This design comes from an exercise in tuning for small area and a short achievable clock period on the open sky130 flow, not from production work. At most, simulation tests tie the RTL to the original design; equivalence was not proved. The RTL of runs 1, 7 and 8 was laid out without a check of its function. No activity file was given, so power comes from the tool's default toggle rates.

`design/flow/run.sh`:
```
#!/bin/bash
# synth_recipe.tcl (not shown) runs the flow's synth.tcl, then flattens the netlist and writes it again
# the make line also repeats each setting of config.mk as NAME=value (left out here)
make -C /OpenROAD-flow-scripts/flow DESIGN_CONFIG=/design/flow/config.mk WORK_HOME=/design/flow/orfs CLKGATE_MAP_FILE= SYNTH_SCRIPT=/design/flow/synth_recipe.tcl finish
```
`design/flow/config.mk`:
```
export PLATFORM = sky130hd
export DESIGN_NAME = interrupt_controller
export DESIGN_NICKNAME = interrupt_controller
export VERILOG_FILES = /design/flow/design.v
export SDC_FILE = /design/flow/constraint.sdc
export NUM_CORES = 4
export LEC_CHECK = 0
export CAP_MARGIN = 20
export CORE_MARGIN = 2
export CORE_UTILIZATION = 55
export PLACE_DENSITY = 0.65
export SLEW_MARGIN = 20
export SYNTH_HIERARCHICAL = 1
export SYNTH_MINIMUM_KEEP_SIZE = 0
```
`design/flow/constraint.sdc`:
```
create_clock -name core_clock -period 100.0 [get_ports {PCLK}]
set_input_delay 20.0000 -clock core_clock [delete_from_list [all_inputs] [get_ports {PCLK}]]
set_output_delay 20.0000 -clock core_clock [all_outputs]
set_load 0.01 [all_outputs]
```
`design/flow/design.v`:
```
module ic_elim (
    input  logic [31:0] c_in,
    input  logic [31:0] p,
    input  logic        hold,
    output logic [31:0] c_out
);
    wire [31:0] z   = c_in & ~p;
    wire        any = (|z) & ~hold;
    assign c_out = any ? z : c_in;
endmodule
module ic_first (
    input  logic [31:0] c,
    output logic [31:0] first
);
    logic seen;
    always_comb begin
        seen = 1'b0;
        for (int i = 0; i < 32; i++) begin
            first[i] = c[i] & ~seen;
            seen = seen | c[i];
        end
    end
endmodule
module ic_ohmux #(parameter int W = 5) (
    input  logic [31:0]     sel,
    input  logic [32*W-1:0] d,
    output logic [W-1:0]    q
);
    always_comb begin
        q = '0;
        for (int i = 0; i < 32; i++)
            q = q | (d[W*i +: W] & {W{sel[i]}});
    end
endmodule
module interrupt_controller (
    input  logic         PCLK,
    input  logic         rstn,
    input  logic         PSEL,
    input  logic         PENABLE,
    input  logic         PWRITE,
    input  logic [4:0]   PADDR,
    input  logic [31:0]  PWDATA,
    output logic [31:0]  PRDATA,
    output logic         PREADY,
    output logic         PSLVERR,
    input  logic [31:0]  IRQ,
    input  logic [4:0]   index,
    output logic [3:0]   INT,
    output logic [4:0]   IRQ_VECTOR
);
logic [31:0] irq_enable;
logic [31:0] irq_disable;
logic [31:0] irq_status;
logic [31:0] irq_type;
logic [31:0] irq_ack;
logic [31:0] irq_f;
logic [31:0] tbl_valid;
logic [4:0]  irq_priority     [31:0];
logic [3:0]  irq_map          [31:0];
logic [4:0]  irq_vector_table [31:0];
wire acc = PSEL & PENABLE;
wire wr  = acc & PWRITE;
wire rd  = acc & ~PWRITE;
wire wr_status = wr & (PADDR == 5'h00);
wire wr_enable = wr & (PADDR == 5'h04);
wire wr_disable= wr & (PADDR == 5'h08);
wire wr_prio   = wr & (PADDR == 5'h0C);
wire wr_ack    = wr & (PADDR == 5'h10);
wire wr_type   = wr & (PADDR == 5'h14);
wire wr_vec    = wr & (PADDR == 5'h18);
wire wr_map    = wr & (PADDR == 5'h1C);
wire wr_tbl    = wr_prio | wr_vec | wr_map;
logic [31:0] idx_oh;
always_comb
    for (int i = 0; i < 32; i++)
        idx_oh[i] = (index == i[4:0]);
always_ff @(posedge PCLK)
    irq_f <= IRQ;
always_ff @(posedge PCLK or negedge rstn)
    if (!rstn)
        irq_status <= 32'b0;
    else if (wr_status)
        irq_status <= irq_status | PWDATA;
    else
        irq_status <= (irq_status | (irq_f & ~irq_disable & irq_enable)) & ~(~irq_type & irq_ack);
always_ff @(posedge PCLK or negedge rstn)
    if (!rstn) begin
        irq_enable  <= 32'b0;
        irq_disable <= 32'b0;
        irq_ack     <= 32'b0;
        irq_type    <= 32'b0;
    end else begin
        if (wr_enable)  irq_enable  <= irq_enable  | PWDATA;
        if (wr_disable) irq_disable <= irq_disable | PWDATA;
        if (wr_ack)     irq_ack     <= irq_ack     | PWDATA;
        if (wr_type)    irq_type    <= PWDATA;
    end
always_ff @(posedge PCLK or negedge rstn)
    if (!rstn)       tbl_valid <= 32'b0;
    else if (wr_tbl) tbl_valid <= tbl_valid | idx_oh;
wire [4:0] d_prio = PWDATA[4:0] & {5{wr_prio}};
wire [4:0] d_vec  = PWDATA[4:0] & {5{wr_vec}};
wire [3:0] d_map  = PWDATA[3:0] & {4{wr_map}};
always_ff @(posedge PCLK)
    for (int i = 0; i < 32; i++) begin
        if (idx_oh[i] & (wr_prio | (wr_tbl & ~tbl_valid[i]))) irq_priority[i]     <= d_prio;
        if (idx_oh[i] & (wr_map  | (wr_tbl & ~tbl_valid[i]))) irq_map[i]          <= d_map;
        if (idx_oh[i] & (wr_vec  | (wr_tbl & ~tbl_valid[i]))) irq_vector_table[i] <= d_vec;
    end
logic [159:0] prio_flat, vec_flat;
logic [127:0] map_flat;
logic [31:0]  prio_bit [0:4];
always_comb
    for (int i = 0; i < 32; i++) begin
        prio_flat[5*i +: 5] = irq_priority[i];
        vec_flat[5*i +: 5]  = irq_vector_table[i];
        map_flat[4*i +: 4]  = irq_map[i];
        for (int b = 0; b < 5; b++)
            prio_bit[b][i] = irq_priority[i][b];
    end
logic [4:0] rd_prio, rd_vec;
logic [3:0] rd_map;
logic [0:0] rd_v;
ic_ohmux #(.W(5)) u_rd_prio (.sel(idx_oh), .d(prio_flat), .q(rd_prio));
ic_ohmux #(.W(5)) u_rd_vec  (.sel(idx_oh), .d(vec_flat),  .q(rd_vec));
ic_ohmux #(.W(4)) u_rd_map  (.sel(idx_oh), .d(map_flat),  .q(rd_map));
ic_ohmux #(.W(1)) u_rd_v    (.sel(idx_oh), .d(tbl_valid), .q(rd_v));
logic [31:0] rd_data;
always_comb
    case (PADDR)
        5'h00:   rd_data = irq_status;
        5'h04:   rd_data = irq_enable;
        5'h08:   rd_data = irq_disable;
        5'h0C:   rd_data = {27'b0, rd_prio & {5{rd_v[0]}}};
        5'h10:   rd_data = irq_ack;
        5'h14:   rd_data = irq_type;
        5'h18:   rd_data = {27'b0, rd_vec & {5{rd_v[0]}}};
        5'h1C:   rd_data = {28'b0, rd_map & {4{rd_v[0]}}};
        default: rd_data = 32'b0;
    endcase
always_ff @(posedge PCLK or negedge rstn)
    if (!rstn)   PRDATA <= 32'b0;
    else if (rd) PRDATA <= rd_data;
always_ff @(posedge PCLK or negedge rstn)
    if (!rstn)    PREADY <= 1'b0;
    else if (acc) PREADY <= 1'b1;
assign PSLVERR = 1'b0;
wire [31:0] pend_inv = irq_status & ~tbl_valid;
wire        any_inv  = |pend_inv;
logic [31:0] cand [0:5];
assign cand[0] = any_inv ? pend_inv : irq_status;
ic_elim u_e4 (.c_in(cand[0]), .p(prio_bit[4]), .hold(any_inv), .c_out(cand[1]));
ic_elim u_e3 (.c_in(cand[1]), .p(prio_bit[3]), .hold(any_inv), .c_out(cand[2]));
ic_elim u_e2 (.c_in(cand[2]), .p(prio_bit[2]), .hold(any_inv), .c_out(cand[3]));
ic_elim u_e1 (.c_in(cand[3]), .p(prio_bit[1]), .hold(any_inv), .c_out(cand[4]));
ic_elim u_e0 (.c_in(cand[4]), .p(prio_bit[0]), .hold(any_inv), .c_out(cand[5]));
logic [31:0] first;
ic_first u_first (.c(cand[5]), .first(first));
wire valid = |cand[5][30:0];
wire [31:0] sel_oh = {~valid, first[30:0]};
logic [4:0] vec_raw;
logic [3:0] map_raw;
logic [0:0] vv, mv;
ic_ohmux #(.W(5)) u_sel_vec (.sel(sel_oh), .d(vec_flat),  .q(vec_raw));
ic_ohmux #(.W(4)) u_sel_map (.sel(first),  .d(map_flat),  .q(map_raw));
ic_ohmux #(.W(1)) u_sel_vv  (.sel(sel_oh), .d(tbl_valid), .q(vv));
ic_ohmux #(.W(1)) u_sel_mv  (.sel(first),  .d(tbl_valid), .q(mv));
wire [4:0] vec_sel = vec_raw & {5{vv[0]}};
wire [3:0] map_sel = map_raw & {4{mv[0]}};
always_ff @(posedge PCLK or negedge rstn)
    if (!rstn) INT <= 4'b0000;
    else if (map_sel[3:2] == 2'b00) INT[map_sel[1:0]] <= valid;
always_ff @(posedge PCLK or negedge rstn)
    if (!rstn) IRQ_VECTOR <= 5'b11111;
    else       IRQ_VECTOR <= vec_sel;
endmodule
```
==> flow_summary.ini, run 1 <==
[run_status]
outcome = complete, no violations

[timing]
slew_violations = 0
hold_viol = 0
rsz0062_at_grt = false
fin_tns_setup_ns = 0
setup_viol = 0
tightest_slew_ns = 1.27
clock_skew_ns = 0.0196
min_period_over_period_pct = 24.1
fmax_mhz = 41.5
fin_crit_ns = 24.09
relSlewSlack_pct = 15.5

[worst_setup_path]
cp-end-kind = flop
critPathArrivalTime_ns = 24.56
critPathKind = input port to flop
cp-start-kind = input port
worstPathRequired_ns = 100.47
crit_fanout = 15

[floorplan]
die_area_um2 = 61200
fp.dieH_um = 247
die_width_um = 247
start_util_pct = 55.4
rows = 89
fp.coreArea_um2 = 58800
ios = 122

[logic_synthesis]
syn_avg_cell_area_um2 = 12.2
synth.yosys.seq_area_share_pct = 61.3
yosysUniqueCellTypes = 62
synth_edf_count = 448
syn_area_um2 = 32600
syn_nets = 2762
yosys_warnings = 21
ys_ff_latch = 714
syn_inst = 2678
async_reset_ff_share_pct = 32.8
ys.flop_type = edfxtp_1

[clock_network]
cts_root_buf = clkbuf_16
cts_hold_buf = 0
clk_pin_slew_ns = 0.06
clock_latency_ns = 0.63
cts_max_level = 3
cts_tree = done
cts_max_path_buffers = 3
numCtsBuffers = 76
clock_sinks = 714
cts_setup_buffers = 0
cts_resized = 0

[layout]
final_cell_mix = 448 x a22oi_1, 448 x edfxtp_1, 229 x dfrtp_1
final_area_um2 = 37600
syn_to_final_growth_pct = 15.3
layout.nets = 2941
drive_gt1_share_pct = 9.49
largestRegisters = irq_priority: 160 flops, irq_vector_table: 160 flops, irq_map: 128 flops

[drt]
ant_nets = 0
first_pass_iters = 9
routed_wirelength_um = 135000
vias = 27600
vias_per_cell = 7.45
drc = 0
drt_iter0_drc = 4415
wl_per_cell_um = 36.5

[power]
ir_drop_uv = 18.7
power_density_nw_per_um2 = 18.7
power_leakage_nw = 14.1

[grt]
grt_max_degree = 103
grt_use_total_pct = 44.2
gr-total-overflow = 0
grt_pass1_vias = 26100
antenna_found_initial = 7
grt_pass1_wl_um = 189000

[place]
io_buffer_count = 120
detailed_place_hpwl_um = 95300
dpl_cell_area_um2 = 35100
place_congestion = 1.12

[hold_path]
hold_class = flop to flop

[job]
cap_violations = 0
==> layout make-up <==
cell class              count  area [um2]
well taps                 773         967
clock inverters            35         308
fillers                  4531       21200
diodes                      5        12.5
repair buffers            194        1810
flip-flops and latches    714       20000
clock buffers             106        2110
multi-input cells        1665       11600
inverters                 206         773
==> worst max-delay path, stage by stage <==
cell and delay [ns]:
clkdlybuf4s50_1 0.76, nor2_1 0.19, nand2_1 0.24, clkinv_1 1.00, a22oi_1 0.51, nand4_1 0.24, or4_1 0.80, mux2_2 0.37
a22oi_1 0.23, o221ai_1 0.18
==> per-layer routing <==
layer	vias up	track usage, %	wire length (um)
met4	4	28.2	11200
met5	-	0	28
met2	2477	63.3	56600
li1	11000	-	-
met1	13400	57.5	47200
met3	654	15.2	20000
==> through the flow <==
| stage | hold slack [ns] | setup slack [ns] | util [%] | total power, W | cells |
|---|---|---|---|---|---|
| 3_5_place_dp | 0.459 | 76.05 | 59.7 | 0.000425 | 3551 |
| 4_1_cts | 0.472 | 76.69 | 63.8 | 0.000697 | 3692 |
| 6_report | 0.467 | 75.91 | 63.9 | 0.000702 | 3698 |
| 3_3_place_gp | 0.440 | 76.02 | 59.5 | 0.000423 | 3548 |
| 5_1_grt | 0.477 | 76.01 | 63.9 | 0.000720 | 3693 |
| 2_1_floorplan | 0.435 | 77.79 | - | 0.000383 | 2678 |
==> logic make-up (layout without fill, tap and decap cells) <==
group / Yosys count / after routing / synth area share, %
flip-flops: 714 / 714 / 61.3
AND/OR/NAND/NOR: 536 / 536 / 9.37
other: 1 / 6 / 0.0115
AO/OA/AOI/OAI: 1086 / 1086 / 23.1
buffers and inverters: 299 / 541 / 3.74
multiplexers: 37 / 37 / 2.35
adder cells (fa/ha/maj): 5 / 5 / 0.192
==> per-module statistics from Yosys, one instance, submodules excluded, a selection <==
module	flops+latches	copies in the design	cell area, um2
ic_elim	0	5	493
ic_first	0	1	430
interrupt_controller	714	1	25700
==> report_power, final <==
part           leakage, nW  internal [W]  switching, W
Combinational         6.61     0.0000327     0.0000641
Sequential            6.29      0.000321    0.00000714
Clock                 1.19      0.000159      0.000118
==> synthesized netlist by cell type (all sizes together), types with 8 or more instances <==
cell type	n	share of area, %
nand4	108	2.1
dfxtp	32	2.0
o2111ai	20	0.54
nand2b	63	1.2
buf	36	0.71
a21oi	200	3.1
clkbuf	57	0.66
and3	11	0.23
nor3b	8	0.18
o21ai	63	0.97
a22oi	451	10
dfrtp	229	18
and2	10	0.19
nor2	32	0.38
or4	28	0.66
mux4	31	2.1
o21bai	8	0.18
a21o	120	2.8
o22ai	57	1.1
nor2b	8	0.15
edfxtp	448	41
nor4	31	0.66
nor3	40	0.68
a21boi	120	2.8
inv	206	2.4
or3	35	0.69
nand2	139	1.6
a32oi	32	0.86
==> final timing paths <==
kind,start,to,slack (ns),cells after the start
min in group asynchronous,rstn,irq_enable[20]$_DFFE_PN0P_,19.39,1
worst min-delay path,PREADY$_DFFE_PN0N_,PREADY$_DFFE_PN0N_,0.47,1
worst max-delay path,index[4],PRDATA[0]$_DFFE_PN0P_,75.91,10
max in group asynchronous,rstn,irq_status[5]$_DFF_PN0_,78.43,4
worst max register to register,tbl_valid[22]$_DFFE_PN0P_,INT[2]$_DFFE_PN0N_,84.18,46
worst min register to register,PREADY$_DFFE_PN0N_,PREADY$_DFFE_PN0N_,0.47,1
==> inputs of run 2 (changes only) <==
--- a/design/flow/design.v
+++ b/design/flow/design.v
@@ -3,7 +3,7 @@
     input  logic [31:0] p,
-    input  logic        hold,
+    input  logic [31:0] v,
     output logic [31:0] c_out
 );
-    wire [31:0] z   = c_in & ~p;
-    wire        any = (|z) & ~hold;
+    wire [31:0] z   = c_in & ~(p & v);
+    wire        any = |z;
     assign c_out = any ? z : c_in;
@@ -147,11 +147,9 @@
 assign PSLVERR = 1'b0;
-wire [31:0] pend_inv = irq_status & ~tbl_valid;
-wire        any_inv  = |pend_inv;
 logic [31:0] cand [0:5];
-assign cand[0] = any_inv ? pend_inv : irq_status;
-ic_elim u_e4 (.c_in(cand[0]), .p(prio_bit[4]), .hold(any_inv), .c_out(cand[1]));
-ic_elim u_e3 (.c_in(cand[1]), .p(prio_bit[3]), .hold(any_inv), .c_out(cand[2]));
-ic_elim u_e2 (.c_in(cand[2]), .p(prio_bit[2]), .hold(any_inv), .c_out(cand[3]));
-ic_elim u_e1 (.c_in(cand[3]), .p(prio_bit[1]), .hold(any_inv), .c_out(cand[4]));
-ic_elim u_e0 (.c_in(cand[4]), .p(prio_bit[0]), .hold(any_inv), .c_out(cand[5]));
+assign cand[0] = irq_status;
+ic_elim u_e4 (.c_in(cand[0]), .p(prio_bit[4]), .v(tbl_valid), .c_out(cand[1]));
+ic_elim u_e3 (.c_in(cand[1]), .p(prio_bit[3]), .v(tbl_valid), .c_out(cand[2]));
+ic_elim u_e2 (.c_in(cand[2]), .p(prio_bit[2]), .v(tbl_valid), .c_out(cand[3]));
+ic_elim u_e1 (.c_in(cand[3]), .p(prio_bit[1]), .v(tbl_valid), .c_out(cand[4]));
+ic_elim u_e0 (.c_in(cand[4]), .p(prio_bit[0]), .v(tbl_valid), .c_out(cand[5]));
 logic [31:0] first;
--- a/design/flow/config.mk
+++ b/design/flow/config.mk
@@ -9,4 +9,5 @@
 export CORE_MARGIN = 2
-export CORE_UTILIZATION = 55
-export PLACE_DENSITY = 0.65
+export CORE_UTILIZATION = 20
+export CTS_BUF_LIST = sky130_fd_sc_hd__clkbuf_4
+export PLACE_DENSITY = 0.3
 export SLEW_MARGIN = 20
==> run 2 against run 1 <==
  * Still clean
  * Via count down 1.5%
  * Combinational power rose by 62%
  * Maximum frequency grew 3.9%
  * Clock power grew 5%
  * Power is 13% higher
  * Synthesized cell count fell by 0.15%
  * Register-to-register slack better by 2.5 ns
  * Setup slack better by 0.90 ns
  * Largest cell class unchanged
  * Highest routed layer unchanged
==> flow_summary.ini, run 2 <==
[timing]
setup_viol = 0
fin_tns_setup_ns = 0
hold_viol = 0
fmax_mhz = 43.1
tightest_slew_ns = 1.22
min_period_over_period_pct = 23.2
fin_ws_ns = 76.81
clock_skew_ns = 0.138
rsz0062_at_grt = false
slew_violations = 0
relSlewSlack_pct = 18.9
fin_crit_ns = 23.19

[power]
power_leakage_nw = 13.9
ir_drop_uv = 12.0
power_density_nw_per_um2 = 19.8
total_power_w = 0.000791

[layout]
layout.nets = 3073
drive_gt1_share_pct = 15.5
largestRegisters = irq_priority: 160 flops, irq_vector_table: 160 flops, irq_map: 128 flops
fillCellCount = 17200
fin_cells = 5348
final_cell_mix = 518 x a22oi_1, 448 x edfxtp_1, 308 x clkbuf_4
syn_to_final_growth_pct = 21.0
final_util_pct = 24.4
final_common_cell = a22oi_1

[place]
io_buffer_count = 120
pre_cts_ws_ns = 75.79
dpl.cell_count = 4952
detailed_place_hpwl_um = 124000
place_congestion = 0.951

[logic_synthesis]
yosys.area.top_type_share_pct = 40.8
synth_edf_count = 448
async_reset_ff_share_pct = 32.8
syn_avg_cell_area_um2 = 12.3
synth_xor_area_share_pct = 0
synth.yosys.seq_area_share_pct = 60.6
syn_inst = 2674
syn_nets = 2758
ys_ff_latch = 714
yosysTopAreaCell = edfxtp_1
synthTopCellsByCount = 518 x a22oi_1, 448 x edfxtp_1, 273 x nand2_1
muxShareOfSynthArea_pct = 2.73
ys.flop_type = edfxtp_1
yosys_warnings = 21
synth.most_common_cell = a22oi_1
synth_area_leaders = edfxtp_1 41%, dfrtp_1 17%, a22oi_1 12%
synth-adder-area-share_pct = 0.190
synth_top_family_by_area = compound AO/OA/AOI/OAI gates
yosys.area_share.simple_pct = 12.4
yosysUniqueCellTypes = 66
syn_area_um2 = 32900
synth_compound_area_share_pct = 21.8

[drt]
routed_wirelength_um = 168000
vias = 27100
drc = 0
ant_nets = 0
wl_per_cell_um = 31.4
vias_per_cell = 5.08
drt_iter0_drc = 3057
first_pass_iters = 8

[worst_setup_path]
critPathArrivalTime_ns = 24.34
r2r_cells = 41
cp-end-kind = flop
ff2ff_setup_slack_ns = 86.69
timing.rr.end = INT[3]$_DFFE_PN0N_
crit_path_start = index[0]
r2r-start = tbl_valid[6]$_DFFE_PN0P_
cp-start-kind = input port
crit_fanout = 16
critPathKind = input port to flop
worstPathRequired_ns = 101.15

[grt]
grt_use_total_pct = 19.6
grt_pass1_wl_um = 228000
antenna_found_initial = 5
grt_pass1_vias = 27300
gr-total-overflow = 0
grt_max_degree = 140

[clock_network]
cts_max_level = 4
numCtsBuffers = 207
clock_latency_ns = 1.30
cts_hold_buf = 0
cts_setup_buffers = 0
cts_resized = 0
clk_pin_slew_ns = 0.07
cts_root_buf = clkbuf_4
cts_tree = done
cts_max_path_buffers = 3
clock_sinks = 714

[floorplan]
die_area_um2 = 168000
fp.dieH_um = 410
ios = 122
die_width_um = 410
fp.coreArea_um2 = 163000
start_util_pct = 20.2
rows = 148

[hold_path]
hold_class = flop to flop
holdCritStartpoint = irq_ack[20]$_DFFE_PN0P_
min_to = irq_ack[20]$_DFFE_PN0P_
hold_path_depth = 1

[run_status]
outcome = complete, no violations

[job]
cap_violations = 0
-- run 2: cell types whose count changed in the layout (fill, tap and decap cells not counted), moves of 57 or more --
| cell | previous run | this run |
|---|---|---|
| nor3_1 | 37 | 96 |
| a21boi_0 | 119 | 15 |
| a21oi_1 | 195 | 94 |
| inv_1 | 205 | 42 |
| o22ai_1 | 57 | 0 |
| a22oi_1 | 448 | 518 |
| o21a_1 | 0 | 160 |
| clkbuf_4 | 1 | 308 |
| nand2_1 | 139 | 273 |
| clkbuf_16 | 79 | 0 |
-- run 2: modules after synthesis, one instance, submodules excluded, excerpt --
module                cell area (um2)  flops+latches  copies in the design  cells
ic_elim                           576              0                     5     90
ic_first                          430              0                     1     58
interrupt_controller            25700            714                     1   1620
-- run 2: power breakdown --
part / total [W] / leakage (nW) / internal (W) / switching [W]
Clock: 0.000291 / 1.60 / 0.000151 / 0.000140
Combinational: 0.000157 / 5.77 / 0.0000597 / 0.0000971
Sequential: 0.000343 / 6.50 / 0.000322 / 0.0000210
Total: 0.000791 / 13.9 / 0.000533 / 0.000258
-- run 2: per-stage QoR --
stage	hold slack, ns	cell area [um2]
6_report	0.464	39900
3_5_place_dp	0.451	37000
2_1_floorplan	0.433	32900
3_3_place_gp	0.440	36900
5_1_grt	0.487	39900
4_1_cts	0.466	39800
-- run 2: cell families after synthesis --
logic type / Yosys count
compound gates: 987
fa+ha+maj: 5
other cells: 1
flops: 714
simple gates: 758
buf+inv: 132
mux: 77
-- run 2: worst max-delay path by stage --
stage | endpoint | slack, ns
finish | PRDATA[3]$_DFFE_PN0P_ | 76.81
global route | PRDATA[3]$_DFFE_PN0P_ | 76.86
CTS | PRDATA[4]$_DFFE_PN0P_ | 77.24
detailed placement | PRDATA[4]$_DFFE_PN0P_ | 75.79
global placement | PRDATA[0]$_DFFE_PN0P_ | 75.77
floorplan | PRDATA[0]$_DFFE_PN0P_ | 77.74
-- run 2: metal layers --
metal | up-vias | part of all wire, % | wire length [um] | GRT usage [%]
li1 | 11500 | - | - | -
met1 | 13900 | 43 | 71700 | 25.2
met2 | 1350 | 47 | 79300 | 32.3
met3 | 323 | 6.1 | 10300 | 3.66
met4 | 4 | 3.9 | 6560 | 7.67
met5 | - | 0.016 | 27 | 0
-- run 2: final cells by class --
cell class	instances	area [um2]	area share, %
Inverter	43	161	0.405
Timing Repair Buffer	195	1880	4.71
Multi-Input combinational cell	1828	12400	31.1
Clock inverter	69	404	1.01
Sequential cell	714	20000	50.0
Tap cell	2175	2720	6.83
Clock buffer	308	2310	5.80
Antenna cell	16	40.0	0.100
-- run 2: critical path, cell delays in order --
cell	delay, ns
clkdlybuf4s50_1	0.66
nor2b_1	0.24
nand2_1	0.21
clkinv_1	0.94
a22oi_1	0.49
nand4_1	0.24
or4_1	0.68
mux2_2	0.30
a22o_1	0.19
a221oi_1	0.28
o21ai_1	0.09
==> inputs of run 3 (changes only) <==
==> design/flow/flow/run.sh (new file) <==
#!/bin/bash
# Standard ORFS flow, with smaller port buffers.
export BUFFER_PORTS_ARGS="-buffer_cell sky130_fd_sc_hd__buf_2"
bash standard.sh > standard.log 2>&1
==> design/flow/standard.sh (new file) <==
#!/bin/bash
# synth_recipe.tcl (not shown) runs the flow's synth.tcl, then flattens the netlist and writes it again
# the make line also repeats each setting of config.mk as NAME=value (left out here)
make -C /OpenROAD-flow-scripts/flow DESIGN_CONFIG=/design/flow/config.mk WORK_HOME=/design/flow/orfs CLKGATE_MAP_FILE= SYNTH_SCRIPT=/design/flow/synth_recipe.tcl "${@:-finish}"
removed: design/flow/run.sh
==> run 3 against run 2 <==
  * Register-to-register slack got worse by 1.9 ns
  * Utilization is 0.45 points lower
  * Via count fell by 0.22%
  * Synthesized cell count is the same
  * Non-clock buffer count is 5 lower
  * Combinational power about the same
  * Count of clock-buffer cells in the layout is 10 lower
  * Critical endpoint unchanged
  * Highest routed layer is now met4
==> flow_summary.ini, run 3 <==
[run_status]
outcome = complete, no violations

[floorplan]
fp.dieH_um = 410
start_util_pct = 20.2
rows = 148
fp.coreArea_um2 = 163000
die_area_um2 = 168000
ios = 122
die_width_um = 410

[clock_network]
clock_sinks = 714
numCtsBuffers = 209
cts_max_path_buffers = 3
cts_setup_buffers = 0
cts_tree = done
clock_latency_ns = 1.28
clk_pin_slew_ns = 0.06
cts_hold_buf = 0
cts_max_level = 4
cts_resized = 0
cts_root_buf = clkbuf_4

[power]
combPwrFrac_pct = 19.8
switching_share_pct = 33.3
power_density_nw_per_um2 = 20.1
power.switching_w = 0.000261
ir_drop_uv = 11.7
clock_power_share_pct = 36.5
p_seq_share_pct = 43.7
p_int_w = 0.000524
power_leakage_nw = 13.9

[worst_setup_path]
critPathMaxStageDelay_ns = 0.71
cp_top_family = simple AND/OR/NAND/NOR gates
cp-end-kind = flop
worstPathRequired_ns = 101.13
ff2ff_setup_slack_ns = 84.79
cpMaxStageDelayCell = or4_1
critPathKind = input port to flop
r2r_cells = 42
cp-start-kind = input port
path_cells = buf_2 -> and2_1 -> nand2_1 -> inv_1 -> a22oi_1 -> nand4_1 -> or4_1 -> mux2_2 -> a22o_1 -> a221oi_1 -> o21ai_1
timing.rr.end = INT[1]$_DFFE_PN0N_
critPathBufInv = 2
crit_fanout = 16
r2r-start = tbl_valid[28]$_DFFE_PN0P_
critPathArrivalTime_ns = 23.72

[layout]
syn_to_final_growth_pct = 18.8
drive_gt1_share_pct = 18.9
final_common_cell = a22oi_1
final_cell_mix = 518 x a22oi_1, 448 x edfxtp_1, 298 x clkbuf_4
fillCellCount = 17300
layout.nets = 3070
largestRegisters = irq_priority: 160 flops, irq_vector_table: 160 flops, irq_map: 128 flops
final_util_pct = 24.0

[logic_synthesis]
syn_nets = 2758
yosys_warnings = 21
synth.most_common_cell = a22oi_1
syn_area_um2 = 32900
synth_area_leaders = edfxtp_1 41%, dfrtp_1 17%, a22oi_1 12%
ys.flop_type = edfxtp_1
synthTopCellsByCount = 518 x a22oi_1, 448 x edfxtp_1, 273 x nand2_1
yosysUniqueCellTypes = 66
syn_inst = 2674
yosysTopAreaCell = edfxtp_1
synth.yosys.seq_area_share_pct = 60.6
ys_ff_latch = 714
yosys.area.top_type_share_pct = 40.8
async_reset_ff_share_pct = 32.8
syn_avg_cell_area_um2 = 12.3
synth_edf_count = 448

[timing]
fin_crit_ns = 22.58
slew_violations = 0
min_period_over_period_pct = 22.6
fmax_mhz = 44.3
clock_skew_ns = 0.122
setup_viol = 0
rsz0062_at_grt = false
fin_tns_setup_ns = 0
tightest_slew_ns = 1.21
hold_viol = 0
relSlewSlack_pct = 19.1

[drt]
vias = 27100
routed_wirelength_um = 168000
wl_per_cell_um = 31.4
drc = 0
first_pass_iters = 6
drt_iter0_drc = 3256
ant_nets = 0
vias_per_cell = 5.07

[hold_path]
hold_path_depth = 1
hold_class = flop to flop
min_to = PREADY$_DFFE_PN0N_
holdCritStartpoint = PREADY$_DFFE_PN0N_

[job]
cap_violations = 0

[grt]
gr-total-overflow = 0
antenna_found_initial = 10
grt_pass1_vias = 27400
grt_use_total_pct = 19.6
grt_max_degree = 70
grt_pass1_wl_um = 229000

[place]
detailed_place_hpwl_um = 124000
io_buffer_count = 120
place_congestion = 0.952
==> run 3: cell counts after synthesis <==
Identical to the previous run, type by type.
==> run 3: per-layer routing <==
| metal | share of wire [%] | global-route usage (%) |
|---|---|---|
| met1 | 43 | 25.3 |
| met2 | 47 | 31.7 |
| met3 | 6.1 | 3.61 |
| met4 | 4.7 | 8.90 |
| met5 | 0 | 0 |
==> run 3: power groups by stage <==
stage                     sequential [W]  clock [W]  combinational [W]
after floorplan                 0.000337          0          0.0000886
after global placement          0.000350          0           0.000155
after detailed placement        0.000350          0           0.000155
after CTS                       0.000344   0.000299           0.000155
after global routing            0.000345   0.000314           0.000164
final                           0.000343   0.000287           0.000156
==> run 3: layout make-up <==
cell class | count | area (um2) | area share [%]
Multi-Input combinational cell | 1828 | 12400 | 31.7
Clock inverter | 82 | 437 | 1.12
Antenna cell | 7 | 17.5 | 0.0448
Clock buffer | 298 | 2240 | 5.72
Inverter | 43 | 161 | 0.412
Tap cell | 2175 | 2720 | 6.95
Timing Repair Buffer | 190 | 1190 | 3.03
Sequential cell | 714 | 20000 | 51.0
==> run 3: through the flow <==
stage / setup WS [ns] / power, W / instances / hold slack, ns / cell area, um2
final: 77.42 / 0.000786 / 5337 / 0.464 / 39100
after global routing: 77.47 / 0.000823 / 5336 / 0.488 / 39100
after CTS: 77.65 / 0.000799 / 5328 / 0.462 / 39100
after detailed placement: 76.27 / 0.000505 / 4948 / 0.447 / 36400
after global placement: 76.26 / 0.000505 / 4946 / 0.437 / 36300
after floorplan: 77.74 / 0.000426 / 2674 / 0.433 / 32900
==> run 3: worst max path at each step <==
stage / startpoint / end / slack (ns) / cells past startpoint
global placement: index[1] / PRDATA[3]$_DFFE_PN0P_ / 76.26 / 11
detailed placement: index[1] / PRDATA[3]$_DFFE_PN0P_ / 76.27 / 11
global route: index[3] / PRDATA[0]$_DFFE_PN0P_ / 77.47 / 11
floorplan: index[1] / PRDATA[0]$_DFFE_PN0P_ / 77.74 / 11
CTS: index[1] / PRDATA[3]$_DFFE_PN0P_ / 77.65 / 11
finish: index[1] / PRDATA[3]$_DFFE_PN0P_ / 77.42 / 11
==> run 3: Yosys stat by module (local to each module, per instance), excerpt <==
module / flops+latches / cells
interrupt_controller: 714 / 1620
ic_elim: 0 / 90
ic_first: 0 / 58
==> run 3: cells by family (layout without fill, tap and decap cells) <==
kind of cell               count (synthesis)  in the layout  synth area share, %
DFF                                      714            714                 60.6
other                                      1              8               0.0114
and+or+nand+nor                          758            758                 12.4
AOI/OAI and AO/OA                        987            987                 21.8
buffers and inverters                    132            613                 2.29
adders and majority gates                  5              5                0.190
muxes                                     77             77                 2.73
==> inputs of run 4 (changes only) <==
==> design/flow/flow/run.sh (replaced) <==
#!/bin/bash
# Standard ORFS flow, with smaller port buffers, and timing repair asked to
# leave extra setup slack so that IO paths get optimised too.
export BUFFER_PORTS_ARGS="-buffer_cell sky130_fd_sc_hd__buf_2"
export SETUP_SLACK_MARGIN=78
bash standard.sh > standard.log 2>&1
==> run 4 against run 3 <==
  * Still clean
  * First-iteration DRC count is 12% lower
  * Sequential share of layout area is 0.87 points lower
  * Synthesized cell count stayed put
  * Critical path depth is 1 lower
  * Synthesized area stayed put
  * Flip-flop and latch count stayed put
  * Wire length is 0.10% higher
  * Non-clock buffer count is 10 higher
  * Design area is 1.7% higher
  * Maximum frequency is 2.2% higher
  * Via count is 0.98% higher
  * Largest power group unchanged
  * Highest routed layer is now met5
==> flow_summary.ini, run 4 <==
[logic_synthesis]
yosys.area.top_type_share_pct = 40.8
yosysUniqueCellTypes = 66
syn_inst = 2674
syn_nets = 2758
ys.flop_type = edfxtp_1
synth_area_leaders = edfxtp_1 41%, dfrtp_1 17%, a22oi_1 12%
yosysTopAreaCell = edfxtp_1
synthTopCellsByCount = 518 x a22oi_1, 448 x edfxtp_1, 273 x nand2_1
syn_avg_cell_area_um2 = 12.3
async_reset_ff_share_pct = 32.8
synth.yosys.seq_area_share_pct = 60.6
yosys_warnings = 21
ys_ff_latch = 714
synth_edf_count = 448
syn_area_um2 = 32900
synth.most_common_cell = a22oi_1

[timing]
slew_violations = 0
tightest_slew_ns = 1.08
clock_skew_ns = 0.101
min_period_over_period_pct = 22.1
fin_tns_setup_ns = 0
fin_crit_ns = 22.10
fmax_mhz = 45.2
setup_viol = 0
rsz0062_at_grt = true
relSlewSlack_pct = 28.0
hold_viol = 0

[floorplan]
die_width_um = 410
ios = 122
start_util_pct = 20.2
rows = 148
fp.coreArea_um2 = 163000
fp.dieH_um = 410
die_area_um2 = 168000

[job]
cap_violations = 0

[worst_setup_path]
crit_fanout = 16
worstPathRequired_ns = 101.09
cp-start-kind = input port
critPathArrivalTime_ns = 23.19
critPathKind = input port to flop
cp-end-kind = flop

[drt]
top_layer = met5
wl_met2_um = 79200
first_pass_iters = 8
drc = 0
wl_per_cell_um = 31.2
drt_iter0_drc = 2876
vias_per_cell = 5.09
routed_wirelength_um = 168000
met3_length_um = 10300
ant_nets = 0
wl_met1_um = 71900
vias = 27300

[power]
ir_drop_uv = 11.9
p_int_w = 0.000535
clock_power_share_pct = 37.1
combPwrFrac_pct = 20.1
power_density_nw_per_um2 = 20.1
power_leakage_nw = 14.1
power.switching_w = 0.000266
switching_share_pct = 33.2
p_seq_share_pct = 42.7

[layout]
fillCellCount = 17300
largestRegisters = irq_priority: 160 flops, irq_vector_table: 160 flops, irq_map: 128 flops
final_area_um2 = 39800
drive_gt1_share_pct = 22.7
syn_to_final_growth_pct = 20.8
final_cell_mix = 511 x a22oi_1, 448 x edfxtp_1, 311 x clkbuf_4
final_common_cell = a22oi_1
layout.nets = 3082

[clock_network]
clock_latency_ns = 1.27
clock_sinks = 714
cts_hold_buf = 0
numCtsBuffers = 211
clk_pin_slew_ns = 0.06
cts_tree = done
cts_max_level = 4
cts_max_path_buffers = 3
cts_root_buf = clkbuf_4

[place]
place_congestion = 0.866
dpl_cell_area_um2 = 36600
detailed_place_hpwl_um = 123000
io_buffer_count = 120

[grt]
grt_use_total_pct = 19.6
gr-total-overflow = 0
antenna_found_initial = 19
grt_max_degree = 78
grt_pass1_vias = 28000
grt_pass1_wl_um = 230000

[run_status]
outcome = complete, no violations

[hold_path]
hold_class = flop to flop
==> run 4: cell counts after synthesis <==
No cell type changed its count.
==> run 4: path summary, 6_finish.rpt <==
kind / to / slack, ns / start / cells past startpoint
max: PRDATA[0]$_DFFE_PN0P_ / 77.90 / index[1] / 10
max in group asynchronous: tbl_valid[16]$_DFFE_PN0P_ / 79.06 / rstn / 3
min reg2reg: PREADY$_DFFE_PN0N_ / 0.46 / PREADY$_DFFE_PN0N_ / 1
min: PREADY$_DFFE_PN0N_ / 0.46 / PREADY$_DFFE_PN0N_ / 1
max reg2reg: INT[3]$_DFFE_PN0N_ / 86.60 / tbl_valid[6]$_DFFE_PN0P_ / 43
min in group asynchronous: tbl_valid[13]$_DFFE_PN0P_ / 18.83 / rstn / 1
==> run 4: cell type report <==
cell class / count / area, um2 / area share [%]
sequential: 714 / 20000 / 50.1
timing repair buffer: 200 / 1340 / 3.37
antenna: 19 / 47.5 / 0.119
clock buffer: 311 / 2330 / 5.86
multi-input combinational: 1828 / 12700 / 31.8
tap: 2175 / 2720 / 6.84
clock inverter: 86 / 497 / 1.25
inverter: 43 / 236 / 0.594
==> run 4: per-module statistics from Yosys, one instance, submodules excluded, excerpt <==
module	cells inside	times used
interrupt_controller	1620	1
ic_elim	90	5
ic_first	58	1
==> run 4: kinds of logic (layout without fill, tap and decap cells) <==
family	Yosys count	count (layout)	share of synthesized area [%]
AO/OA/AOI/OAI	987	987	21.8
adder cells (fa/ha/maj)	5	5	0.190
buffers and inverters	132	640	2.29
flip-flops	714	714	60.6
multiplexers	77	77	2.73
other	1	20	0.0114
AND/OR/NAND/NOR	758	758	12.4
==> run 4: per-stage QoR <==
| stage | util [%] | setup slack (ns) | hold slack (ns) | instances | power, W |
|---|---|---|---|---|---|
| floorplan | - | 77.80 | 0.433 | 2674 | 0.000427 |
| global placement | 22.4 | 75.99 | 0.440 | 4943 | 0.000511 |
| detailed placement | 22.5 | 76.06 | 0.444 | 4947 | 0.000511 |
| CTS | 24.3 | 77.96 | 0.459 | 5352 | 0.000815 |
| global route | 24.4 | 77.95 | 0.486 | 5372 | 0.000840 |
| finish | 24.4 | 77.90 | 0.461 | 5376 | 0.000802 |
==> run 4: critical path: stages <==
cell and delay [ns]:
buf_2 0.12, and2_2 0.35, nand2_4 0.19, inv_6 0.11
a22oi_1 0.24, nand4_1 0.63, or4_4 0.82, a22o_1 0.27
a221oi_2 0.30, o21ai_0 0.11
==> run 4: per-layer routing <==
| metal | GRT usage (%) | up-vias |
|---|---|---|
| li1 | - | 11600 |
| met5 | 0 | - |
| met1 | 25.2 | 14200 |
| met4 | 7.63 | 14 |
| met2 | 32.0 | 1220 |
| met3 | 4.15 | 296 |
==> run 4: timing repair <==
action / in CTS / in global routing
buffers inserted: 8 / 5
pin swaps: 2 / 3
endpoints found under the setup margin: 350 / 113
cloned: 0 / 0
resized for setup: 24 / 23
==> run 4: power groups by stage <==
stage | clock network, W | logic (W) | registers (W)
3_3_place_gp | 0 | 0.000161 | 0.000350
3_5_place_dp | 0 | 0.000160 | 0.000350
5_1_grt | 0.000325 | 0.000170 | 0.000344
6_report | 0.000298 | 0.000161 | 0.000343
4_1_cts | 0.000310 | 0.000161 | 0.000344
2_1_floorplan | 0 | 0.0000894 | 0.000337
==> inputs of run 5 (changes only) <==
==> design/flow/run.sh (new file) <==
#!/bin/bash
# synth_recipe.tcl (not shown) runs the flow's synth.tcl, then flattens the netlist and writes it again
# the make line also repeats each setting of config.mk as NAME=value (left out here)
make -C /OpenROAD-flow-scripts/flow DESIGN_CONFIG=/design/flow/config.mk WORK_HOME=/design/flow/orfs CLKGATE_MAP_FILE= SYNTH_SCRIPT=/design/flow/synth_recipe.tcl finish
--- a/design/flow/config.mk
+++ b/design/flow/config.mk
@@ -10,3 +10,2 @@
 export CORE_UTILIZATION = 20
-export CTS_BUF_LIST = sky130_fd_sc_hd__clkbuf_4
 export PLACE_DENSITY = 0.3
removed: design/flow/flow/run.sh
removed: design/flow/standard.sh
==> run 5 against run 4 <==
  * Setup slack got worse by 1.7 ns
  * Global-route usage fell by 0.25 points
  * Die area did not move
  * Largest power group unchanged
  * Clock power rose by 13%
  * Critical path type unchanged
  * Sequential power barely moved
  * Via count fell by 3.2%
  * Still clean
  * Worst hold slack improved by 0.0010 ns
  * Register-to-register slack improved by 0.02 ns
  * Design area rose by 0.74%
==> flow_summary.ini, run 5 <==
[layout]
drive_gt1_share_pct = 10.3
final_cell_mix = 518 x a22oi_1, 448 x edfxtp_1, 273 x nand2_1
fillCellCount = 17100
final_area_um2 = 40100
layout.nets = 2954
final_common_cell = a22oi_1
syn_to_final_growth_pct = 21.7
largestRegisters = irq_priority: 160 flops, irq_vector_table: 160 flops, irq_map: 128 flops
final_util_pct = 24.6

[clock_network]
cts_hold_buf = 0
clk_pin_slew_ns = 0.06
cts_max_level = 3
clock_latency_ns = 0.72
cts_root_buf = clkbuf_16
clock_sinks = 714
cts_tree = done
cts_setup_buffers = 0
cts_max_path_buffers = 3
numCtsBuffers = 89
cts_resized = 0

[worst_setup_path]
crit_fanout = 16
cp-start-kind = input port
ff2ff_setup_slack_ns = 86.62
critPathKind = input port to flop
r2r-start = tbl_valid[6]$_DFFE_PN0P_
crit_path_start = index[1]
critPathArrivalTime_ns = 24.36
worstPathRequired_ns = 100.56
cp-end-kind = flop

[logic_synthesis]
syn_inst = 2674
async_reset_ff_share_pct = 32.8
syn_nets = 2758
syn_avg_cell_area_um2 = 12.3
yosysUniqueCellTypes = 66
yosys_warnings = 21
ys_ff_latch = 714
yosysTopAreaCell = edfxtp_1
synth.yosys.seq_area_share_pct = 60.6
syn_area_um2 = 32900
synth_edf_count = 448
yosys.area.top_type_share_pct = 40.8
ys.flop_type = edfxtp_1
synth_area_leaders = edfxtp_1 41%, dfrtp_1 17%, a22oi_1 12%
synthTopCellsByCount = 518 x a22oi_1, 448 x edfxtp_1, 273 x nand2_1
synth.most_common_cell = a22oi_1

[timing]
fin_tns_setup_ns = 0
rsz0062_at_grt = false
slew_violations = 0
setup_viol = 0
fin_crit_ns = 23.80
fmax_mhz = 42.0
tightest_slew_ns = 1.16
min_period_over_period_pct = 23.8
relSlewSlack_pct = 22.2
hold_viol = 0
clock_skew_ns = 0.0332

[place]
detailed_place_hpwl_um = 124000
place_congestion = 0.951
dpl_cell_area_um2 = 37000
io_buffer_count = 120

[drt]
routed_wirelength_um = 167000
drc = 0
ant_nets = 0
wl_per_cell_um = 32.5
drt_iter0_drc = 3370
vias = 26500
vias_per_cell = 5.17
first_pass_iters = 6

[power]
power_leakage_nw = 13.8
power_density_nw_per_um2 = 20.9
ir_drop_uv = 11.5

[run_status]
outcome = complete, no violations

[hold_path]
hold_class = flop to flop
holdCritStartpoint = irq_ack[20]$_DFFE_PN0P_

[job]
cap_violations = 0

[floorplan]
start_util_pct = 20.2
ios = 122
die_width_um = 410
fp.coreArea_um2 = 163000
fp.dieH_um = 410
rows = 148
die_area_um2 = 168000

[grt]
grt_pass1_vias = 26300
grt_max_degree = 140
grt_pass1_wl_um = 226000
antenna_found_initial = 2
gr-total-overflow = 0
grt_use_total_pct = 19.3
run 5: changes by cell type in the layout (fill, tap and decap cells not counted), sizes merged:
cell	previous run	this run
buf	200	77
bufinv	4	10
clkbuf	311	113
clkdlybuf4s50	0	117
clkinv	74	34
clkinvlp	6	2
diode	19	2
inv	45	47
run 5: metrics by stage:
stage               setup WS [ns]  total power [W]  hold WS [ns]  cells
finish                      76.20         0.000838         0.462   5119
global route                76.21         0.000868         0.484   5117
CTS                         76.55         0.000848         0.464   5115
detailed placement          75.79         0.000506         0.451   4952
global placement            75.77         0.000505         0.440   4947
floorplan                   77.74         0.000426         0.433   2674
run 5: area by class of cell:
cell class                      instances  area, um2  area share, %
Clock inverter                         50        549           1.37
Antenna cell                            2       5.00         0.0125
Inverter                               43        161          0.402
Clock buffer                          113       2460           6.14
Tap cell                             2175       2720           6.79
Multi-Input combinational cell       1828      12400           30.9
Timing Repair Buffer                  194       1850           4.62
Sequential cell                       714      20000           49.8
run 5: metal layers:
layer	global-route usage [%]	share of wire, %
met1	25.4	43
met2	32.0	47
met3	2.69	5.6
met4	7.37	4.1
met5	0	0
run 5: per-module statistics from Yosys, one instance, submodules excluded, excerpt:
module / cells / flops+latches
ic_elim: 90 / 0
ic_first: 58 / 0
interrupt_controller: 1620 / 714
run 5: path summary, 6_finish.rpt:
kind                       depth (start not counted)                    endpoint
setup / recovery                                  11       PRDATA[3]$_DFFE_PN0P_
max in group asynchronous                          2    irq_status[16]$_DFF_PN0_
setup reg to reg                                  41          INT[3]$_DFFE_PN0N_
min in group asynchronous                          1  irq_enable[25]$_DFFE_PN0P_
hold / removal                                     1     irq_ack[20]$_DFFE_PN0P_
hold reg to reg                                    1     irq_ack[20]$_DFFE_PN0P_
run 5: logic make-up (layout without fill, tap and decap cells):
family	count (synthesis)	in the layout	share of synthesized area [%]
AOI/OAI and AO/OA	987	987	21.8
and+or+nand+nor	758	758	12.4
DFF	714	714	60.6
buffers and inverters	132	400	2.29
adders and majority gates	5	5	0.190
muxes	77	77	2.73
other	1	3	0.0114
run 5: worst max-delay path: stages:
cell and delay (ns):
clkdlybuf4s50_1 0.57, nor2b_1 0.33, nand2_1 0.20, clkinv_1 0.91, a22oi_1 0.48, nand4_1 0.26, or4_1 0.69, mux2_2 0.31
a22o_1 0.19, a221oi_1 0.29, o21ai_1 0.10
run 5: report_power, final:
part	switching [W]	internal [W]	leakage, nW	total, W
Clock	0.000138	0.000200	1.49	0.000338
Combinational	0.0000969	0.0000595	5.76	0.000156
Sequential	0.0000213	0.000322	6.50	0.000344
==> inputs of run 6 (changes only) <==
==> design/flow/flow/run.sh (new file) <==
#!/bin/bash
# Standard ORFS flow, with smaller port buffers, a clock tree of larger
# sink clusters without dummy loads, and timing repair asked to leave extra
# setup slack so that IO paths get optimised too.
export BUFFER_PORTS_ARGS="-buffer_cell sky130_fd_sc_hd__buf_2"
export SETUP_SLACK_MARGIN=78
export CTS_ARGS="-sink_clustering_enable -repair_clock_nets -dont_use_dummy_load -buf_list {sky130_fd_sc_hd__clkbuf_8 sky130_fd_sc_hd__clkbuf_16} -sink_clustering_size 20 -sink_clustering_max_diameter 80"
bash standard.sh > standard.log 2>&1
==> design/flow/standard.sh (new file) <==
#!/bin/bash
# synth_recipe.tcl (not shown) runs the flow's synth.tcl, then flattens the netlist and writes it again
# the make line also repeats each setting of config.mk as NAME=value (left out here)
make -C /OpenROAD-flow-scripts/flow DESIGN_CONFIG=/design/flow/config.mk WORK_HOME=/design/flow/orfs CLKGATE_MAP_FILE= SYNTH_SCRIPT=/design/flow/synth_recipe.tcl "${@:-finish}"
removed: design/flow/run.sh
==> run 6 against run 5 <==
  * Still clean
  * Setup slack better by 1.5 ns
  * Clock power down 36%
  * Combinational power up 6%
  * First-iteration DRC count fell by 12%
  * Design area decreased by 1.4%
  * Count of clock-buffer cells in the layout fell by 54
  * Critical path type unchanged
==> flow_summary.ini, run 6 <==
[logic_synthesis]
yosys.area.top_type_share_pct = 40.8
synth_edf_count = 448
syn_area_um2 = 32900
syn_avg_cell_area_um2 = 12.3
yosys_warnings = 21
synth.most_common_cell = a22oi_1
yosysUniqueCellTypes = 66
synthTopCellsByCount = 518 x a22oi_1, 448 x edfxtp_1, 273 x nand2_1
synth_area_leaders = edfxtp_1 41%, dfrtp_1 17%, a22oi_1 12%
syn_nets = 2758
syn_inst = 2674
ys.flop_type = edfxtp_1
yosysTopAreaCell = edfxtp_1
synth.yosys.seq_area_share_pct = 60.6
ys_ff_latch = 714
async_reset_ff_share_pct = 32.8

[floorplan]
rows = 148
die_width_um = 410
die_area_um2 = 168000
ios = 122
fp.coreArea_um2 = 163000
start_util_pct = 20.2
fp.dieH_um = 410

[clock_network]
cts_tree = done
cts_max_path_buffers = 3
clock_latency_ns = 0.72
cts_root_buf = clkbuf_16
clock_sinks = 714
cts_hold_buf = 0
clk_pin_slew_ns = 0.06
numCtsBuffers = 59
cts_max_level = 2

[grt]
grt_pass1_wl_um = 227000
grt_pass1_vias = 26800
gr-total-overflow = 0
grt_max_degree = 78
grt_use_total_pct = 19.2
antenna_found_initial = 12

[worst_setup_path]
cp-end-kind = flop
crit_fanout = 8
critPathKind = input port to flop
cp_top_family = simple AND/OR/NAND/NOR gates
path_cells = buf_12 -> nor3b_1 -> buf_4 -> nand2_4 -> clkinvlp_4 -> a22oi_2 -> nand4_1 -> or4_4 -> mux2_4 -> a22o_1 -> a221oi_2 -> o21ai_1
ff2ff_setup_slack_ns = 86.75
worstPathRequired_ns = 100.55
cpMaxStageDelayCell = or4_4
cp-start-kind = input port
critPathBufInv = 3
critPathMaxStageDelay_ns = 0.61
critPathArrivalTime_ns = 22.81

[drt]
first_pass_iters = 6
vias_per_cell = 5.23
wl_per_cell_um = 32.9
ant_nets = 0
drc = 0
routed_wirelength_um = 166000
drt_iter0_drc = 2952
vias = 26400

[layout]
final_common_cell = a22oi_1
multiInputGateArea_um2 = 13300
largestRegisters = irq_priority: 160 flops, irq_vector_table: 160 flops, irq_map: 128 flops
drive_gt1_share_pct = 20.0
syn_to_final_growth_pct = 20.0
final_cell_mix = 477 x a22oi_1, 448 x edfxtp_1, 240 x nand2_1
layout.nets = 2966
fin_cells = 5057
fillCellCount = 17200
regArea_um2 = 20000

[place]
place_congestion = 0.866
detailed_place_hpwl_um = 123000
io_buffer_count = 120
dpl.cell_count = 4947

[timing]
tightest_slew_ns = 1.09
hold_viol = 0
rsz0062_at_grt = true
clock_skew_ns = 0.102
fin_tns_setup_ns = 0
fin_crit_ns = 22.26
whs_ns = 0.461
fmax_mhz = 44.9
slew_violations = 0
relSlewSlack_pct = 27.3
setup_viol = 0
min_period_over_period_pct = 22.3

[run_status]
outcome = complete, no violations

[hold_path]
hold_class = flop to flop

[power]
power_leakage_nw = 13.5
power_density_nw_per_um2 = 18.3
ir_drop_uv = 13.1

[job]
cap_violations = 0
[run 6: area by class of cell]
class                      count  share of cell area (%)
antenna                        2                  0.0127
timing repair buffer         235                    4.36
timing repair inverter         1                  0.0285
inverter                      43                   0.820
tap                         2175                    6.88
clock buffer                  59                    3.73
multi-input combinational   1828                    33.7
sequential                   714                    50.5
[run 6: layer usage]
metal,global-route usage (%),up-vias,part of all wire [%]
li1,-,11100,-
met1,25.7,14000,43
met2,32.0,1107,47
met3,2.55,239,5.6
met4,6.50,8,3.8
met5,0,-,0.029
[run 6: where the power goes]
group          switching (W)  internal (W)  leakage (nW)
Combinational       0.000104     0.0000610          6.28
Clock               0.000112      0.000103         0.727
Sequential         0.0000205      0.000322          6.50
Total               0.000236      0.000486          13.5
[run 6: repair_timing]
item                                    CTS  global route
endpoints found under the setup margin  628           226
buffers inserted                         44             4
gates cloned                              1             0
gates resized for setup                 195            48
pin swaps                                43            34
[run 6: final timing paths]
kind	cells past startpoint	to	start
worst max-delay path	12	PRDATA[0]$_DFFE_PN0P_	index[3]
worst min-delay path	1	PREADY$_DFFE_PN0N_	PREADY$_DFFE_PN0N_
worst max register to register	42	INT[2]$_DFFE_PN0N_	tbl_valid[6]$_DFFE_PN0P_
worst min register to register	1	PREADY$_DFFE_PN0N_	PREADY$_DFFE_PN0N_
max in group asynchronous	3	PRDATA[0]$_DFFE_PN0P_	rstn
min in group asynchronous	1	tbl_valid[10]$_DFFE_PN0P_	rstn
[run 6: cells by family (layout without fill, tap and decap cells)]
| kind of cell | count (synthesis) | after routing | synth area share, % |
|---|---|---|---|
| adder cells (fa/ha/maj) | 5 | 5 | 0.190 |
| AND/OR/NAND/NOR | 758 | 758 | 12.4 |
| AO/OA/AOI/OAI | 987 | 987 | 21.8 |
| multiplexers | 77 | 77 | 2.73 |
| other | 1 | 3 | 0.0114 |
| buffers and inverters | 132 | 338 | 2.29 |
| flip-flops | 714 | 714 | 60.6 |
[run 6: per-stage QoR]
stage | setup slack, ns | cell area [um2] | utilization, % | total power (W)
global route | 77.67 | 39500 | 24.2 | 0.000749
floorplan | 77.80 | 33200 | - | 0.000427
finish | 77.74 | 39500 | 24.2 | 0.000722
global placement | 75.99 | 36500 | 22.4 | 0.000511
CTS | 77.77 | 39300 | 24.1 | 0.000730
detailed placement | 76.06 | 36600 | 22.5 | 0.000511
[run 6: modules after synthesis, one instance, submodules excluded, excerpt]
| module | cells inside | flip-flops and latches | cell area, um2 | copies in the design |
|---|---|---|---|---|
| interrupt_controller | 1620 | 714 | 25700 | 1 |
| ic_elim | 90 | 0 | 576 | 5 |
| ic_first | 58 | 0 | 430 | 1 |
==> inputs of run 7 (changes only) <==
--- a/design/flow/design.v
+++ b/design/flow/design.v
@@ -120,9 +120,8 @@
     end
+wire [31:0] rd_sel = idx_oh & tbl_valid;
 logic [4:0] rd_prio, rd_vec;
 logic [3:0] rd_map;
-logic [0:0] rd_v;
-ic_ohmux #(.W(5)) u_rd_prio (.sel(idx_oh), .d(prio_flat), .q(rd_prio));
-ic_ohmux #(.W(5)) u_rd_vec  (.sel(idx_oh), .d(vec_flat),  .q(rd_vec));
-ic_ohmux #(.W(4)) u_rd_map  (.sel(idx_oh), .d(map_flat),  .q(rd_map));
-ic_ohmux #(.W(1)) u_rd_v    (.sel(idx_oh), .d(tbl_valid), .q(rd_v));
+ic_ohmux #(.W(5)) u_rd_prio (.sel(rd_sel), .d(prio_flat), .q(rd_prio));
+ic_ohmux #(.W(5)) u_rd_vec  (.sel(rd_sel), .d(vec_flat),  .q(rd_vec));
+ic_ohmux #(.W(4)) u_rd_map  (.sel(rd_sel), .d(map_flat),  .q(rd_map));
 logic [31:0] rd_data;
@@ -133,7 +132,7 @@
         5'h08:   rd_data = irq_disable;
-        5'h0C:   rd_data = {27'b0, rd_prio & {5{rd_v[0]}}};
+        5'h0C:   rd_data = {27'b0, rd_prio};
         5'h10:   rd_data = irq_ack;
         5'h14:   rd_data = irq_type;
-        5'h18:   rd_data = {27'b0, rd_vec & {5{rd_v[0]}}};
-        5'h1C:   rd_data = {28'b0, rd_map & {4{rd_v[0]}}};
+        5'h18:   rd_data = {27'b0, rd_vec};
+        5'h1C:   rd_data = {28'b0, rd_map};
         default: rd_data = 32'b0;
--- a/design/flow/flow/run.sh
+++ b/design/flow/flow/run.sh
@@ -5,3 +5,3 @@
 export BUFFER_PORTS_ARGS="-buffer_cell sky130_fd_sc_hd__buf_2"
-export SETUP_SLACK_MARGIN=78
+# no extra setup margin
 export CTS_ARGS="-sink_clustering_enable -repair_clock_nets -dont_use_dummy_load -buf_list {sky130_fd_sc_hd__clkbuf_8 sky130_fd_sc_hd__clkbuf_16} -sink_clustering_size 20 -sink_clustering_max_diameter 80"
==> run 7 against run 6 <==
  * Still clean on timing, DRC and antenna
  * Register-to-register slack worse by 0.22 ns
  * Worst hold slack worse by 0.0078 ns
  * Combinational power decreased by 15%
  * Utilization down 1.1 points
==> flow_summary.ini, run 7 <==
[timing]
whs_ns = 0.453
fin_tns_setup_ns = 0
fin_crit_ns = 23.27
min_period_over_period_pct = 23.3
tightest_slew_ns = 1.21
slew_violations = 0
clock_skew_ns = 0.0653
relSlewSlack_pct = 19.2
fmax_mhz = 43.0
hold_viol = 0
setup_viol = 0
rsz0062_at_grt = false

[worst_setup_path]
cp-start-kind = input port
r2r-start = tbl_valid[12]$_DFFE_PN0N_
critPathArrivalTime_ns = 23.79
critPathKind = input port to flop
timing.rr.end = INT[3]$_DFFE_PN0N_
worstPathRequired_ns = 100.52
ff2ff_setup_slack_ns = 86.53
r2r_cells = 45
crit_fanout = 16
cp-end-kind = flop

[logic_synthesis]
synth.yosys.seq_area_share_pct = 60.5
synthTopCellsByCount = 472 x a22oi_1, 448 x edfxtp_1, 260 x nand2_1
yosysTopAreaCell = edfxtp_1
synth.most_common_cell = a22oi_1
yosys_warnings = 21
synth_edf_count = 448
syn_avg_cell_area_um2 = 12.2
syn_area_um2 = 33000
ys.flop_type = edfxtp_1
yosysUniqueCellTypes = 67
async_reset_ff_share_pct = 32.8
syn_nets = 2783
ys_ff_latch = 714
yosys.area.top_type_share_pct = 40.8
syn_inst = 2699
synth_area_leaders = edfxtp_1 41%, dfrtp_1 17%, a22oi_1 11%

[run_status]
outcome = complete, no violations

[clock_network]
cts_resized = 0
cts_hold_buf = 0
clock_latency_ns = 0.70
clk_pin_slew_ns = 0.08
cts_setup_buffers = 0
clock_sinks = 714
cts_max_path_buffers = 3
cts_root_buf = clkbuf_16
cts_max_level = 2
numCtsBuffers = 57
cts_tree = done

[power]
ir_drop_uv = 13.3
power_leakage_nw = 12.8
power_density_nw_per_um2 = 18.2
total_power_w = 0.000692

[layout]
fin_cells = 5059
largestRegisters = irq_priority: 160 flops, irq_vector_table: 160 flops, irq_map: 128 flops
regArea_um2 = 20000
fillCellCount = 17500
layout.nets = 2952
final_cell_mix = 472 x a22oi_1, 448 x edfxtp_1, 260 x nand2_1
drive_gt1_share_pct = 12.9
multiInputGateArea_um2 = 12600
final_common_cell = a22oi_1
syn_to_final_growth_pct = 15.4

[place]
place_congestion = 0.897
dpl.cell_count = 4998
detailed_place_hpwl_um = 116000
io_buffer_count = 120

[drt]
drt_iter0_drc = 3081
drc = 0
vias_per_cell = 5.08
ant_nets = 0
vias = 25700
routed_wirelength_um = 153000
wl_per_cell_um = 30.3
first_pass_iters = 7

[floorplan]
fp.dieH_um = 410
fp.coreArea_um2 = 164000
ios = 122
die_width_um = 410
start_util_pct = 20.1
rows = 149
die_area_um2 = 168000

[hold_path]
hold_path_depth = 1
hold_class = flop to flop
min_to = PREADY$_DFFE_PN0N_
holdCritStartpoint = PREADY$_DFFE_PN0N_

[grt]
grt_use_total_pct = 17.8
gr-total-overflow = 0
grt_pass1_vias = 26000
grt_pass1_wl_um = 212000
grt_max_degree = 74
antenna_found_initial = 6

[job]
cap_violations = 0
[run 7: changes by cell type in the layout (fill, tap and decap cells not counted), sizes merged, moves of 17 or more]
cell and delta:
buf -21, a21oi +32, a22oi -47, and3 +25
o221ai -18, nand3 +22, inv -30, a32o +17
o21bai +28, nand3b +22
[run 7: worst max path at each step]
stage,startpoint,end,cells after the start
2_1_floorplan,index[1],PRDATA[4]$_DFFE_PN0P_,11
3_3_place_gp,index[1],PRDATA[4]$_DFFE_PN0P_,10
3_5_place_dp,index[1],PRDATA[4]$_DFFE_PN0P_,10
4_1_cts,index[1],PRDATA[4]$_DFFE_PN0P_,10
5_1_grt,index[1],PRDATA[4]$_DFFE_PN0P_,10
6_report,index[1],PRDATA[4]$_DFFE_PN0P_,10
[run 7: cell families after synthesis]
family,after synthesis,synth area share [%]
adders and majority gates,5,0.190
other,1,0.0114
muxes,50,1.72
AOI/OAI and AO/OA,1016,22.3
DFF,714,60.5
and+or+nand+nor,800,13.4
buffers and inverters,113,1.95
[run 7: final cells by class]
type                       count  share of cell area (%)
inverter                      10                  0.0986
antenna                        4                  0.0263
tap                         2189                    7.19
clock buffer                  57                    3.75
timing repair buffer         213                    3.50
sequential                   714                    52.4
multi-input combinational   1872                    33.0
[run 7: report_power, final]
part           internal, W  switching, W  total (W)
clock network    0.0000996      0.000109   0.000209
logic            0.0000552     0.0000861   0.000141
registers         0.000322     0.0000199   0.000342
[run 7: routing by layer]
layer / global-route usage, % / vias to the layer above / wire length, um
met5: 0 / - / 0
met4: 5.98 / 0 / 5870
met3: 2.28 / 217 / 7330
met2: 29.8 / 962 / 72900
met1: 23.5 / 13400 / 67400
li1: - / 11100 / -
[run 7: critical path, stage by stage]
cell and delay (ns):
buf_2 0.12, and2_0 0.54, and3_1 0.68, a22oi_1 0.32, nand4_1 0.28, or4_1 0.83
mux4_2 0.54, nor2b_1 0.14, a311oi_1 0.21, o21ai_0 0.10
[run 7: per-stage QoR]
step | utilization, % | setup slack, ns | area, um2
2_1_floorplan | - | 77.51 | 33000
3_3_place_gp | 22.2 | 75.96 | 36600
3_5_place_dp | 22.3 | 76.09 | 36600
4_1_cts | 23.1 | 76.85 | 38100
5_1_grt | 23.2 | 76.69 | 38100
6_report | 23.2 | 76.73 | 38100
[run 7: Yosys stat by module, one instance, submodules excluded, a selection]
module,cells,flip-flops and latches,copies in the design,area (um2)
ic_elim,90,0,5,576
ic_first,58,0,1,430
interrupt_controller,1666,714,1,25900
==> inputs of run 8 (changes only) <==
==> design/flow/flow/run.sh (replaced) <==
#!/bin/bash
# Standard ORFS flow, with smaller port buffers, a clock tree of larger
# sink clusters without dummy loads, and timing repair asked to leave extra
# setup slack so that IO paths get optimised too.
export BUFFER_PORTS_ARGS="-buffer_cell sky130_fd_sc_hd__buf_2"
export SETUP_SLACK_MARGIN=78
export CTS_ARGS="-sink_clustering_enable -repair_clock_nets -dont_use_dummy_load -buf_list {sky130_fd_sc_hd__clkbuf_8} -sink_clustering_size 16 -sink_clustering_max_diameter 60"
bash standard.sh > standard.log 2>&1
==> run 8 against run 7 <==
  * Still clean on timing, DRC and antenna
  * Sequential share of layout area is 0.40 points lower
  * Synthesized area did not move
  * Highest routed layer is now met5
  * Critical path depth grew 1
  * Largest power group unchanged
==> flow_summary.ini, run 8 <==
[grt]
grt_use_total_pct = 17.5
antenna_found_initial = 9
grt_pass1_wl_um = 209000
grt_max_degree = 156
gr-total-overflow = 0

[place]
place_congestion = 0.895
detailed_place_hpwl_um = 113000

[clock_network]
clock_sinks = 714
numCtsBuffers = 94
cts_hold_buf = 0
clock_latency_ns = 0.82

[drt]
first_pass_iters = 8
vias_per_cell = 5.10
ant_nets = 0
vias = 25900
routed_wirelength_um = 153000
wl_per_cell_um = 30.0
drc = 0

[layout]
final_common_cell = a22oi_1
layout.nets = 2978
final_cell_mix = 465 x a22oi_1, 448 x edfxtp_1, 260 x nand2_1
fillCellCount = 17400

[power]
combPwrFrac_pct = 20.7
power_density_nw_per_um2 = 17.5
ir_drop_uv = 7.82
p_int_w = 0.000459

[logic_synthesis]
synth.most_common_cell = a22oi_1
synth_edf_count = 448
synthTopCellsByCount = 472 x a22oi_1, 448 x edfxtp_1, 260 x nand2_1
synth.yosys.seq_area_share_pct = 60.5
yosysUniqueCellTypes = 67
syn_area_um2 = 33000
ys.flop_type = edfxtp_1

[worst_setup_path]
critPathKind = input port to flop
path_cells = buf_2 -> and3b_2 -> and3_4 -> buf_6 -> a22oi_2 -> nand4_1 -> or4_4 -> mux4_2 -> nor2b_1 -> a311oi_1 -> o21ai_0
critPathMaxStageDelay_ns = 0.66
critPathArrivalTime_ns = 22.91
cp-end-kind = flop
ff2ff_setup_slack_ns = 86.77
crit_fanout = 14
cpMaxStageDelayCell = or4_4
worstPathRequired_ns = 100.68

[timing]
rsz0062_at_grt = true
fin_crit_ns = 22.23
clock_skew_ns = 0.121

[floorplan]
ios = 122
start_util_pct = 20.1

[hold_path]
holdCritStartpoint = PREADY$_DFFE_PN0N_

[run_status]
outcome = complete, no violations
==> run 8: cell count changes in the layout (fill, tap and decap cells not counted), moves of 17 or more <==
cell       before  now
a21oi_2         0   58
buf_4          89   65
clkbuf_8        0   94
a21oi_1       128   70
and3_1         43   19
clkbuf_16      57    0
and3_4          1   18
==> run 8: through the flow <==
step | instances | utilization, % | area [um2] | power (W) | setup WS [ns]
after floorplan | 2699 | - | 33100 | 0.000423 | 77.65
after global placement | 4970 | 22.2 | 36500 | 0.000488 | 76.22
after detailed placement | 4973 | 22.2 | 36500 | 0.000488 | 76.29
after CTS | 5076 | 23.2 | 38100 | 0.000685 | 77.83
after global routing | 5082 | 23.3 | 38400 | 0.000705 | 77.76
final | 5083 | 23.3 | 38400 | 0.000673 | 77.77
==> run 8: area by class of cell <==
class	instances	area share, %
Tap cell	2189	7.14
Sequential cell	714	52.0
Antenna cell	2	0.0130
Clock buffer	94	3.37
Inverter	10	0.0978
Timing Repair Buffer	195	3.40
Multi-Input combinational cell	1879	34.0
==> run 8: worst max-delay path: cells and delay by family <==
kind	cells	cell delay, ns
multiplexers	1	0.50
AND/OR/NAND/NOR	5	1.61
buffers and inverters	2	0.30
AO/OA/AOI/OAI	3	0.47
==> run 8: worst paths after layout <==
path | depth (start not counted) | end
max | 11 | PRDATA[4]$_DFFE_PN0P_
min | 1 | PREADY$_DFFE_PN0N_
max reg2reg | 43 | INT[3]$_DFFE_PN0N_
min reg2reg | 1 | PREADY$_DFFE_PN0N_
max in group asynchronous | 2 | irq_ack[14]$_DFFE_PN0P_
min in group asynchronous | 1 | PRDATA[10]$_DFFE_PN0P_
==> run 8: what timing repair did <==
| action | in CTS | in global routing |
|---|---|---|
| gates cloned | 2 | 5 |
| gates resized for setup | 53 | 63 |
| buffers inserted | 7 | 0 |
| setup endpoints to repair | 360 | 441 |
| pin swaps | 7 | 14 |
| endpoints found under the hold margin | 0 | 0 |
==> run 8: modules after synthesis (local to each module, per instance), a selection <==
module | cells inside | cell area, um2 | flops+latches
ic_first | 58 | 430 | 0
interrupt_controller | 1666 | 25900 | 714
ic_elim | 90 | 576 | 0
==> run 8: power groups by stage <==
stage / Clock, W / Sequential (W) / Combinational, W
after floorplan: 0 / 0.000337 / 0.0000855
after global placement: 0 / 0.000349 / 0.000139
after detailed placement: 0 / 0.000349 / 0.000139
after CTS: 0.000202 / 0.000343 / 0.000140
after global routing: 0.000212 / 0.000344 / 0.000149
final: 0.000192 / 0.000342 / 0.000139
==> run 8: logic make-up after synthesis <==
logic type	share of synthesized area, %
AOI/OAI and AO/OA	22.3
and+or+nand+nor	13.4
DFF	60.5
buffers and inverters	1.95
muxes	1.72
adders and majority gates	0.190
other	0.0114
==> run 8: metal layers <==
layer,track usage [%],part of all wire [%],vias to the layer above
met4,6.15,3.4,2
met5,0,0.0085,-
met3,2.18,5.1,233
met2,29.7,48,1096
met1,22.9,43,13400
li1,-,-,11200

Check on run 8: ideal ports give 77.771 ns setup slack; a clkbuf_16 on the clock port and buf_2 on the inputs give 77.752 ns; moving port delays by the midpoint clock arrival (0.843 ns) as well gives 76.910 ns.
